What follows belongs to an exercise in optimizing a design on an open flow for small area; a production flow would make more cautious choices. Only simulation tests tie the RTL to the original design; equivalence was not proved. Power and IR drop assume default switching activity.

Setup of red:
## daq_top
module daq_top (
    input logic clk,
    input logic rst,
    input logic [15:0] adc_ch0,
    input logic [15:0] adc_ch1,
    input logic adc_valid,
    input logic trigger_in,
    input logic [31:0] timestamp_counter,
    input logic [7:0] capture_len_cfg,
    input logic [15:0] error_flags,
    input logic usb_full,
    output logic [7:0] tx_data,
    output logic tx_valid,
    input  logic tx_ready,
    output logic tx_last,
    output logic capture_active,
    output logic [31:0]usb_data,
    output logic usb_wr_en
);
    logic [31:0] ingress_tdata;
    logic ingress_tvalid, ingress_tready;
    logic capture_tvalid, capture_tready;
    logic [31:0] fifo_tdata;
    logic fifo_tvalid, fifo_tready;
    logic [31:0] packet_tdata;
    logic packet_tvalid, packet_tready, packet_tlast;
    logic [31:0] latched_timestamp;
    logic usb_ready;
    data_ingress u_ingress (
        .clk(clk),
        .rst(rst),
        .adc_ch0(adc_ch0),
        .adc_ch1(adc_ch1),
        .adc_valid(adc_valid),
        .m_tdata(ingress_tdata),
        .m_tvalid(ingress_tvalid),
        .m_tready(ingress_tready)
    );
    axi_capture_controller u_capture (
        .clk(clk),
        .rst(rst),
        .s_tvalid(ingress_tvalid),
        .s_tready(ingress_tready),
        .m_tready(capture_tready),
        .m_tvalid(capture_tvalid),
        .trigger_in(trigger_in),
        .capture_len_cfg(capture_len_cfg),
        .timestamp_counter(timestamp_counter),
        .latched_timestamp(latched_timestamp),
        .capture_active(capture_active)
    );
    axi_fifo u_fifo (
        .clk(clk),
        .rst(rst),
        .s_tdata(ingress_tdata),
        .s_tvalid(capture_tvalid),
        .s_tready(capture_tready),
        .m_tdata(fifo_tdata),
        .m_tvalid(fifo_tvalid),
  ...
Size: ~720 flip-flops, roughly 27000 um^2 of cells after synthesis.
Settings: LEC_CHECK=0, CAP_MARGIN=20, CORE_MARGIN=2, CORE_UTILIZATION=40, CTS_BUF_LIST=sky130_fd_sc_hd__clkbuf_8, CTS_CLUSTER_DIAMETER=60, CTS_CLUSTER_SIZE=16, SLEW_MARGIN=20; clock period 5.0 ns.
run.sh (not shown) runs the stock make flow with config.mk's settings and CLKGATE_MAP_FILE= SYNTH_SCRIPT=/design/flow/synth_recipe.tcl, a recipe that flattens the netlist after the stock synthesis.
--- input diff red..blue ---
# red
export LEC_CHECK = 0
export CAP_MARGIN = 20
export CORE_MARGIN = 2
export CORE_UTILIZATION = 40
export CTS_BUF_LIST = sky130_fd_sc_hd__clkbuf_8
export CTS_CLUSTER_DIAMETER = 60
export CTS_CLUSTER_SIZE = 16
export SLEW_MARGIN = 20
create_clock -name core_clock -period 5.0 [get_ports {clk}]
# blue
export LEC_CHECK = 0
export CAP_MARGIN = 20
export CORE_MARGIN = 2
export CORE_UTILIZATION = 65
export CTS_BUF_LIST = sky130_fd_sc_hd__clkbuf_8
export CTS_CLUSTER_DIAMETER = 60
export CTS_CLUSTER_SIZE = 16
export SLEW_MARGIN = 20
create_clock -name core_clock -period 5.0 [get_ports {clk}]
--- outcome ---
- Per the final summary, blue finished and its layout is clean on timing, DRC and antenna.
- Changes observed in blue relative to red: ratio of final minimum period to clock period saw a decrease, global-route usage moved up, post-place setup slack shrank by 0.0031 ns.
diff inputs: blue => green
# blue
export LEC_CHECK = 0
export CAP_MARGIN = 20
export CORE_MARGIN = 2
export CORE_UTILIZATION = 65
export CTS_BUF_LIST = sky130_fd_sc_hd__clkbuf_8
export CTS_CLUSTER_DIAMETER = 60
export CTS_CLUSTER_SIZE = 16
export SLEW_MARGIN = 20
create_clock -name core_clock -period 5.0 [get_ports {clk}]
# green
export LEC_CHECK = 0
export CAP_MARGIN = 20
export CORE_MARGIN = 2
export CORE_UTILIZATION = 40
export CTS_BUF_LIST = sky130_fd_sc_hd__clkbuf_8
export CTS_CLUSTER_DIAMETER = 60
export CTS_CLUSTER_SIZE = 16
export SLEW_MARGIN = 20
create_clock -name core_clock -period 5.0 [get_ports {clk}]
==> flow/flow/run.sh (new file) <==
#!/bin/bash
# Standard layout (the standard.sh: standard synthesis and ORFS flow) with two
# changes passed as make variables:
#  - port buffers are sky130_fd_sc_hd__buf_1 instead of the default choice;
#  - CTS without dummy loads, with clkbuf_4, at most 10 sinks per cluster.
# Each tool's full output goes to the ORFS logs under orfs/logs; make's own
# output goes to flow_make.log here.
set -euo pipefail
bash standard.sh \
  "BUFFER_PORTS_ARGS=-buffer_cell sky130_fd_sc_hd__buf_1" \
  "CTS_ARGS=-sink_clustering_enable -repair_clock_nets -dont_use_dummy_load -buf_list sky130_fd_sc_hd__clkbuf_4 -sink_clustering_size 10 -sink_clustering_max_diameter 40" \
  finish > flow_make.log 2>&1
==> flow/standard.sh (new file) <==
#!/bin/bash
# synth_recipe.tcl (not shown) runs the flow's synth.tcl, then flattens the netlist and writes it again
# the make line also repeats each setting of config.mk as NAME=value (left out here)
make -C /OpenROAD-flow-scripts/flow DESIGN_CONFIG=/design/flow/config.mk WORK_HOME=/design/flow/orfs CLKGATE_MAP_FILE= SYNTH_SCRIPT=/design/flow/synth_recipe.tcl "${@:-finish}"
removed: flow/run.sh
Findings:
Part of the power in combinational logic (green over blue): decrease, 0.6 points
Count of clock-buffer cells in the layout went up by more than half going from blue to green.
| worst setup slack | green vs blue | 0.26 ns higher |
blue → green: via count decreased about 0.64%, total power moved down, non-clock buffer count fell 1.
Global routing usage summed across all routing layers for green: 11 points down relative to blue
Setup changes, green to orange
# green
export LEC_CHECK = 0
export CAP_MARGIN = 20
export CORE_MARGIN = 2
export CORE_UTILIZATION = 40
export CTS_BUF_LIST = sky130_fd_sc_hd__clkbuf_8
export CTS_CLUSTER_DIAMETER = 60
export CTS_CLUSTER_SIZE = 16
export SLEW_MARGIN = 20
create_clock -name core_clock -period 5.0 [get_ports {clk}]
# orange
export LEC_CHECK = 0
export CAP_MARGIN = 20
export CORE_MARGIN = 2
export CORE_UTILIZATION = 40
export CTS_BUF_LIST = sky130_fd_sc_hd__clkbuf_8
export CTS_CLUSTER_DIAMETER = 50
export CTS_CLUSTER_SIZE = 20
export SLEW_MARGIN = 20
create_clock -name core_clock -period 5.0 [get_ports {clk}]
==> flow/run.sh (new file) <==
#!/bin/bash
# synth_recipe.tcl (not shown) runs the flow's synth.tcl, then flattens the netlist and writes it again
# the make line also repeats each setting of config.mk as NAME=value (left out here)
make -C /OpenROAD-flow-scripts/flow DESIGN_CONFIG=/design/flow/config.mk WORK_HOME=/design/flow/orfs CLKGATE_MAP_FILE= SYNTH_SCRIPT=/design/flow/synth_recipe.tcl finish
removed: flow/flow/run.sh
removed: flow/standard.sh
--- outcome ---
Compared with green, orange shows a post-detailed-routing wire length that is about 2% higher.
orange against green: detail-routed net length per standard cell grew by 1.0%; wire length of the first global-routing pass increased by 1000 um relative to the old numbers; cell count went up; number of non-clock buffers in the layout -about 2.6%.
Diff green -> orange: routed length on met1 went up by 2.2%, maximum number of pins on one net before global-route repair went down by 12.
Looking at worst hold slack, orange sits 0.15 ns higher than green does.
Comparing orange against green, there is no change at all in die span in x.
Of green and orange, green shows the lower actual transition at the worst max-transition pin, with orange above it.

port drivers added, routing unchanged:
Ports are ideal in the flow. The routed layouts listed here were re-timed in OpenROAD. Step 1, drivers: a clkbuf_16 drives clk and a buf_2 each remaining input, both assumed. Step 2 moves the port delays by t, midway between the first and last clock arrival at a register: inputs arrive t later, outputs are due t later. That takes back most of the time a late clock gives input paths. Three values: ideal, step 1, step 2; two values: the first two.
| run | t, ns | slack for setup (ns) | hold slack, ns | worst setup path after step 2 | worst slew at a driven data input, ns |
|---|---|---|---|---|---|
| red | 0.748 | 0.219 / 0.162 / 0.910 | 0.396 / 0.396 / 0.396 | register to output | 0.09 |
| blue | 0.732 | 0.261 / 0.206 / 0.937 | 0.391 / 0.391 / 0.391 | register to output | 0.07 |
| green | 0.919 | 0.523 / 0.461 / 1.334 | 0.245 / 0.246 / 0.385 | register to register | 0.09 |
| orange | 0.736 | 0.262 / 0.203 / 0.939 | 0.392 / 0.392 / 0.392 | register to output | 0.09 |
After both steps every run listed still meets setup and hold.
